Context: an optimization exercise on an open-source flow, tuned for small area. The choices shown serve that exercise and are no tape-out recipe. Only simulation tests tie the RTL to the original design; equivalence was not proved.

Setup of v6:
Design accelerate_matrix, start of the top module:
module accelerate_matrix (
    input clk,
    input rst,
    input [31:0]wmatrix,
    input [31:0]xmatrix,
    input [31:0]bias,
    output reg [15:0]out1,
    output reg [15:0]out2,
    output reg [15:0]out3,
    output reg [15:0]out4
);
Size in the first run: ~2400 cells after synthesis, about 440 flip-flops.
Settings: LEC_CHECK=0, ABC_AREA=1, CAP_MARGIN=20, CORE_MARGIN=2, CORE_UTILIZATION=40, CTS_BUF_LIST=sky130_fd_sc_hd__clkbuf_16 sky130_fd_sc_hd__clkbuf_8, CTS_CLUSTER_DIAMETER=60, CTS_CLUSTER_SIZE=20, GPL_TIMING_DRIVEN=0, PLACE_DENSITY=0.6, SLEW_MARGIN=20, SYNTH_HIERARCHICAL=1, SYNTH_MINIMUM_KEEP_SIZE=0; clock period 10.0 ns.
standard.sh (not shown) runs the stock make flow with config.mk's settings and CLKGATE_MAP_FILE= SYNTH_SCRIPT=/design/flow/synth_recipe.tcl, a recipe that flattens the netlist after the stock synthesis.
==> flow/flow/run.sh <==
#!/bin/bash
# The standard layout (standard.sh: the ORFS flow and synthesis, unchanged),
# with three changes that only affect buffering and sizing:
#  - the port buffers are the smallest buffer cell instead of clkdlybuf4s50_1
#    (every port still gets its own buffer);
#  - the buffers Yosys/ABC put in are removed at floorplan, as the
#    timing-driven placement would otherwise do;
#  - after global routing, gates on paths with slack are downsized.
set -euo pipefail
export BUFFER_PORTS_ARGS="-buffer_cell sky130_fd_sc_hd__buf_1"
export REMOVE_ABC_BUFFERS=1
export RECOVER_POWER=100
bash standard.sh finish > standard_flow.log 2>&1
STATUS run=v6 STAGES=ALL_DONE FINAL_CHECKS=FAILED CAUSE=max-capacitance violations, max-slew violations
Setup changes, v6 to v7
==> flow/run.sh (new file) <==
#!/bin/bash
# synth_recipe.tcl (not shown) runs the flow's synth.tcl, then flattens the netlist and writes it again
# the make line also repeats each setting of config.mk as NAME=value (left out here)
make -C /OpenROAD-flow-scripts/flow DESIGN_CONFIG=/design/flow/config.mk WORK_HOME=/design/flow/orfs CLKGATE_MAP_FILE= SYNTH_SCRIPT=/design/flow/synth_recipe.tcl finish
diff --git a/flow/config.mk b/flow/config.mk
--- a/flow/config.mk
+++ b/flow/config.mk
@@ -10,8 +10,4 @@
 export CORE_MARGIN = 2
 export CORE_UTILIZATION = 40
-export CTS_BUF_LIST = sky130_fd_sc_hd__clkbuf_16 sky130_fd_sc_hd__clkbuf_8
-export CTS_CLUSTER_DIAMETER = 60
-export CTS_CLUSTER_SIZE = 20
-export GPL_TIMING_DRIVEN = 0
 export PLACE_DENSITY = 0.6
 export SLEW_MARGIN = 20
removed: flow/flow/run.sh
removed: flow/standard.sh
- v7: done, clean on timing, DRC and antenna
- v7 vs v6: total stage count of the critical path up in v7
- The critical path data required time number comes out higher for v6 vs v7.
- Looking at first-pass GRT wire length, v7 sits 3900 um higher than v6 does.
- v7 packs its core more tightly than v6.
- Diff v6 -> v7 | number of signal-net inverters in the final layout | down by a few percent
- r1[0] as the startpoint of the worst setup timing path was reported by v6, and p[2] by v7.
- Total of cells resized after clock tree synthesis: v7 vs v6 down 59
- Cell area: v7 vs v6 up 5.9%
- The area growth from synthesis to layout reported for v7 is greater than that of v6 by 6.5 points.
- [diff] setup slack, v7 relative to v6: improvement
- Sort v7 and v6 by total met2 wirelength after detailed routing, ascending, and v6 comes first.

---

Setup of run A:
Starting RTL as in the previous note.
export LEC_CHECK = 0
export ABC_AREA = 1
export CAP_MARGIN = 20
export CORE_MARGIN = 2
export CORE_UTILIZATION = 75
export CTS_BUF_LIST = sky130_fd_sc_hd__clkbuf_16
export CTS_CLUSTER_DIAMETER = 80
export CTS_CLUSTER_SIZE = 30
export GPL_TIMING_DRIVEN = 0
export PLACE_DENSITY = 0.85
export SLEW_MARGIN = 20
export SYNTH_HIERARCHICAL = 1
export SYNTH_MINIMUM_KEEP_SIZE = 0
create_clock -name core_clock -period 10.0 [get_ports {clk}]
==> flow/flow/run.sh <==
#!/bin/bash
# The standard layout (standard.sh: the ORFS flow and synthesis, unchanged),
# with two changes that only affect buffering and sizing:
#  - the port buffers are the smallest buffer cell instead of clkdlybuf4s50_1
#    (every port still gets its own buffer);
#  - the buffers Yosys/ABC put in are removed at floorplan, as the
#    timing-driven placement would otherwise do;

set -euo pipefail
export BUFFER_PORTS_ARGS="-buffer_cell sky130_fd_sc_hd__buf_1"
export REMOVE_ABC_BUFFERS=1
bash standard.sh finish > standard_flow.log 2>&1
Relative to run A, the following input files were edited for run B:
- changing CORE_UTILIZATION from 75 to 40
- changing PLACE_DENSITY from 0.85 to 0.6
- changing CTS_CLUSTER_SIZE from 30 to 20
- changing CTS_CLUSTER_DIAMETER from 80 to 60
- changing CTS_BUF_LIST from sky130_fd_sc_hd__clkbuf_16 to sky130_fd_sc_hd__clkbuf_16 sky130_fd_sc_hd__clkbuf_8
- removing GPL_TIMING_DRIVEN (formerly 0)
==> flow/flow/run.sh <==
#!/bin/bash
# The standard layout (standard.sh: the ORFS flow and synthesis, unchanged),
# with the port buffers made from the smallest buffer cell instead of
# clkdlybuf4s50_1. Every port still gets its own buffer.
set -euo pipefail
export BUFFER_PORTS_ARGS="-buffer_cell sky130_fd_sc_hd__buf_1"
bash standard.sh finish > standard_flow.log 2>&1
## What came out
- Run B vs run A: share of the core filled with cells in the final layout down
- In run B the synthesis-to-layout area growth turned out 5.0 points higher than in run A.
- Run B — number of violations reported at the end of detailed-routing iteration 0 31% lower, run A as reference
- Of the two candidates, run A has the better smallest hold slack and run B the worse one.
- Run A → run B: total routed wirelength went up by 9.2%; non-clock buffer count went up by about 40%.
The inputs of run C differ from those of run B as listed below.
- CTS_CLUSTER_DIAMETER: 60 -> 80
- GPL_TIMING_DRIVEN: unset -> 0
- CTS_CLUSTER_SIZE: 20 -> 30
- CTS_BUF_LIST: sky130_fd_sc_hd__clkbuf_16 sky130_fd_sc_hd__clkbuf_8 -> sky130_fd_sc_hd__clkbuf_16
==> flow/flow/run.sh <==
#!/bin/bash
# The standard layout (standard.sh: the ORFS flow and synthesis, unchanged),
# with two changes that only affect buffering and sizing:
#  - the port buffers are the smallest buffer cell instead of clkdlybuf4s50_1
#    (every port still gets its own buffer);
#  - the buffers Yosys/ABC put in are removed at floorplan, as the
#    timing-driven placement would otherwise do;

set -euo pipefail
export BUFFER_PORTS_ARGS="-buffer_cell sky130_fd_sc_hd__buf_1"
export REMOVE_ABC_BUFFERS=1
bash standard.sh finish > standard_flow.log 2>&1
### Flow results
- Run B -> run C: clock latency at the later pin of the worst-skew pair flat
- Re routed length on met3: run C and run B aren't equal, and the higher value belongs to run C.
- Changes observed in run C relative to run B: total non-filler cell area in the finished layout lost about 1.8%; remaining max-slew budget at the tightest pin lost 2.0 points.
- In the reports for run C and run B, the smaller average wire length per cell after detail routing belongs to run C.
Relative to run C, the following input files were edited for run D:
- a change of CORE_UTILIZATION from 40 to 60
- a change of PLACE_DENSITY from 0.6 to 0.75
Notes after the runs:
- Run D completed; timing, DRC and antenna clean
- Summary: with run C as the reference, first-pass GRT wire length in run D moved down by a few percent.
- NOTE: fraction of met1 tracks used by global routing in run D exceeds that of run C
- Lower global-route usage goes to run C over run D.
- Number of antenna violations at the first check in global routing (higher): run C
- Sort run C and run D by non-clock buffer count desc -> top: run C
### run D -> run E
- changing CORE_UTILIZATION from 60 to 40
- removing GPL_TIMING_DRIVEN (formerly 0)
- changing PLACE_DENSITY from 0.75 to 0.6
==> flow/run.sh (new file) <==
#!/bin/bash
# synth_recipe.tcl (not shown) runs the flow's synth.tcl, then flattens the netlist and writes it again
# the make line also repeats each setting of config.mk as NAME=value (left out here)
make -C /OpenROAD-flow-scripts/flow DESIGN_CONFIG=/design/flow/config.mk WORK_HOME=/design/flow/orfs CLKGATE_MAP_FILE= SYNTH_SCRIPT=/design/flow/synth_recipe.tcl finish
removed: flow/flow/run.sh
removed: flow/standard.sh
==> comparison <==
Compared to run D, run E has count of non-CTS inverters in the layout about 2% lower. NOTE: global-route wire length before repair in run E exceeds that of run D. Relative to run D, initial DRC count has decreased by 25% in run E. Going from run D to run E, die area picked up an extra about 50%, register-to-register slack picked up an extra 0.10 ns.

---

Starting RTL as in the previous note.
export LEC_CHECK = 0
export ABC_AREA = 1
export CAP_MARGIN = 20
export CORE_MARGIN = 2
export CORE_UTILIZATION = 40
export CTS_BUF_LIST = sky130_fd_sc_hd__clkbuf_16 sky130_fd_sc_hd__clkbuf_8
export CTS_CLUSTER_DIAMETER = 60
export CTS_CLUSTER_SIZE = 20
export GPL_TIMING_DRIVEN = 0
export PLACE_DENSITY = 0.6
export SLEW_MARGIN = 20
export SYNTH_HIERARCHICAL = 1
export SYNTH_MINIMUM_KEEP_SIZE = 0
create_clock -name core_clock -period 10.0 [get_ports {clk}]
==> flow/flow/run.sh <==
#!/bin/bash
# The standard layout (standard.sh: the ORFS flow and synthesis, unchanged),
# with two changes that only affect buffering and sizing:
#  - the port buffers are the smallest buffer cell instead of clkdlybuf4s50_1
#    (every port still gets its own buffer);
#  - the buffers Yosys/ABC put in are removed at floorplan, as the
#    timing-driven placement would otherwise do;

set -euo pipefail
export BUFFER_PORTS_ARGS="-buffer_cell sky130_fd_sc_hd__buf_1"
export REMOVE_ABC_BUFFERS=1
bash standard.sh finish > standard_flow.log 2>&1
Rerun with:
--- a/flow/flow/run.sh
+++ b/flow/flow/run.sh
@@ -2,3 +2,3 @@
 # The standard layout (standard.sh: the ORFS flow and synthesis, unchanged),
-# with two changes that only affect buffering and sizing:
+# with changes that only affect buffering and sizing:
 #  - the port buffers are the smallest buffer cell instead of clkdlybuf4s50_1
@@ -7,3 +7,4 @@
 #    timing-driven placement would otherwise do;
-
+#  - clock tree synthesis gets the same settings as config.mk gives it, and
+#    inserts no dummy loads.
 set -euo pipefail
@@ -11,2 +12,3 @@
 export REMOVE_ABC_BUFFERS=1
+export CTS_ARGS="-sink_clustering_enable -repair_clock_nets -sink_clustering_size 30 -sink_clustering_max_diameter 80 -buf_list sky130_fd_sc_hd__clkbuf_16 -dont_use_dummy_load"
 bash standard.sh finish > standard_flow.log 2>&1
- CORE_UTILIZATION: 40 -> 60
- CTS_BUF_LIST: sky130_fd_sc_hd__clkbuf_16 sky130_fd_sc_hd__clkbuf_8 -> sky130_fd_sc_hd__clkbuf_16
- CTS_CLUSTER_DIAMETER: 60 -> 80
- CTS_CLUSTER_SIZE: 20 -> 30
- PLACE_DENSITY: 0.6 -> 0.75
Setup slack improved by 0.011 ns. First-iteration DRC count came out higher by about 11%. Clock-buffer cell count goes down by 17. Critical path depth went down by 1. Non-clock buffer count goes down by 3.

---

job 3070:
Another version of the RTL of accelerate_matrix (not shown whole).
Size in the first run: about 380 flip-flops, ~160 I/O pins.
clock: 10.0 ns
lec_check: 0
abc_area: 1
cap_margin: 20
core_margin: 2
core_utilization: 65
cts_buf_list: sky130_fd_sc_hd__clkbuf_8
cts_cluster_diameter: 60
cts_cluster_size: 16
gpl_timing_driven: 0
place_density: 0.8
slew_margin: 20
synth_hierarchical: 1
synth_minimum_keep_size: 0
==> flow/flow/run.sh <==
#!/bin/bash
# The standard layout (standard.sh: the ORFS flow and synthesis, unchanged),
# with changes that only affect buffering and sizing:
#  - the port buffers are the smallest buffer cell instead of clkdlybuf4s50_1
#    (every port still gets its own buffer);
#  - the buffers Yosys/ABC put in are removed at floorplan, as the
#    timing-driven placement would otherwise do;
#  - clock tree synthesis gets the same settings as config.mk gives it, and
#    inserts no dummy loads.
set -euo pipefail
export BUFFER_PORTS_ARGS="-buffer_cell sky130_fd_sc_hd__buf_1"
export REMOVE_ABC_BUFFERS=1
export CTS_ARGS="-sink_clustering_enable -repair_clock_nets -sink_clustering_size 16 -sink_clustering_max_diameter 60 -buf_list sky130_fd_sc_hd__clkbuf_8 -dont_use_dummy_load"
bash standard.sh finish > standard_flow.log 2>&1
Edits applied to the flow inputs when going from job 3070 to job 1675:
Settings: changing CTS_CLUSTER_SIZE from 16 to 30; changing PLACE_DENSITY from 0.8 to 0.85; changing CTS_CLUSTER_DIAMETER from 60 to 80; changing CTS_BUF_LIST from sky130_fd_sc_hd__clkbuf_8 to sky130_fd_sc_hd__clkbuf_16.
-- flow/flow/run.sh --
<<< job 3070, line 13
export CTS_ARGS="-sink_clustering_enable -repair_clock_nets -sink_clustering_size 16 -sink_clustering_max_diameter 60 -buf_list sky130_fd_sc_hd__clkbuf_8 -dont_use_dummy_load"
>>> job 1675, line 13
export CTS_ARGS="-sink_clustering_enable -repair_clock_nets -sink_clustering_size 30 -sink_clustering_max_diameter 80 -buf_list sky130_fd_sc_hd__clkbuf_16 -dont_use_dummy_load"
## What came out
- Compared with job 3070, job 1675 shows a global-route usage that is 0.30 points higher.
- [compare] base=job 3070 new=job 1675: final critical-path required period saw an increase, final worst slack saw a decrease, proportion of cell area spent on the clock network saw little to no change.
- Job 1675: all stages done; final checks FAILED (setup timing).
- [compare] base=job 3070 new=job 1675: final area held; layout overhead on the synthesized area has remained practically unchanged; number of global-route vias before repair picked up an extra 307.
- The maximum clock frequency of job 1675 is lower than that of job 3070.
- | sequential share of cell area | job 3070 vs job 1675 | ≈ equal |
Edits applied to the flow inputs when going from job 1675 to job 7145:
Settings: changing PLACE_DENSITY from 0.85 to 0.8.
==> run notes <==
Job 7145 reached the final stage; the timing, DRC and antenna checks on its layout passed. Vias: job 7145 below job 1675. Going from job 1675 to job 7145, the overall routed net length was found to have gone down by about 1.3%. In the metrics for job 1675 and job 7145, the one carrying the higher final period demand of the worst path is job 1675. Cmp job 1675 and job 7145 / largest net degree at the start of global routing / lower: job 7145.
diff inputs: job 7145 => job 8803
Settings: CORE_UTILIZATION now 60, was 65; PLACE_DENSITY now 0.75, was 0.8.
Findings:
- Per the final summary, job 8803 finished and its layout is clean on timing, DRC and antenna.
- dfxtp_1 as the slowest stage cell on the critical path was reported by job 8803, and fa_1 by job 7145.
- Compared with job 7145, job 8803 shows a higher clock slew seen by the registers of the worst setup and hold paths.
- Job 8803 ended up with a lower critical path depth than job 7145 did.
- Setup slack: job 8803 vs job 7145 up 100 ps
Input changes introduced in job 4127 (baseline for comparison: job 8803):
Settings: CORE_UTILIZATION changed from 60 to 50; PLACE_DENSITY changed from 0.75 to 0.7.
Findings:
Result for job 8803 and job 4127: all clean. In the reports for job 8803 and job 4127, the larger global-route wire length before repair belongs to job 4127. Job 4127 against job 8803: half-perimeter wire length of the detailed placement result rose by about 3%; via count fell by 102. The higher cell count came out of job 4127. From job 8803 to job 4127 the numbers moved as follows: weighted congestion at the end of routability-driven global placement increased by 0.0070 relative to the old numbers, portion of the layout cell area used by clock cells now sits at about the same level. Fraction of met3 tracks used by global routing for job 4127 is lower than for job 8803.

## afterwards: timing with drivers on the ports
Ports are ideal in the flow. The routed layouts listed here were re-timed in OpenROAD.
Step 1: set_driving_cell puts a clkbuf_16 on clk and a buf_2 on each other input, an assumption about the parent block.
Step 2, shift: input delay + t, output delay - t, t = (earliest + latest rising clock arrival at the registers) / 2. This alone moves slack from input paths to output paths.
a / b / c = ideal / step 1 / step 2; a / b = the first two.
run | t (ns) | slack for setup (ns) | worst data-port slew with drivers (ns)
v6 | 0.625 | 0.239 / 0.239 / 0.239 | 0.13
v7 | 0.631 | 0.362 / 0.362 / 0.362 | 0.05
run A | 0.595 | 0.203 / 0.203 / 0.203 | 0.04
run B | 0.607 | 0.351 / 0.351 / 0.351 | 0.07
run C | 0.631 | 0.302 / 0.302 / 0.302 | 0.11
run D | 0.607 | 0.278 / 0.278 / 0.278 | 0.06
run E | 0.625 | 0.383 / 0.383 / 0.383 | 0.05
the first run of note 3 | 0.626 | 0.255 / 0.255 / 0.255 | 0.13
the second run of note 3 | 0.597 | 0.266 / 0.266 / 0.266 | 0.06
job 3070 | 0.641 | 0.238 / 0.238 / 0.238 | 0.05
job 1675 | 0.571 | -0.012 / -0.012 / -0.012 | 0.05
job 7145 | 0.575 | 0.230 / 0.230 / 0.230 | 0.04
job 8803 | 0.580 | 0.334 / 0.334 / 0.334 | 0.05
job 4127 | 0.594 | 0.370 / 0.370 / 0.370 | 0.06
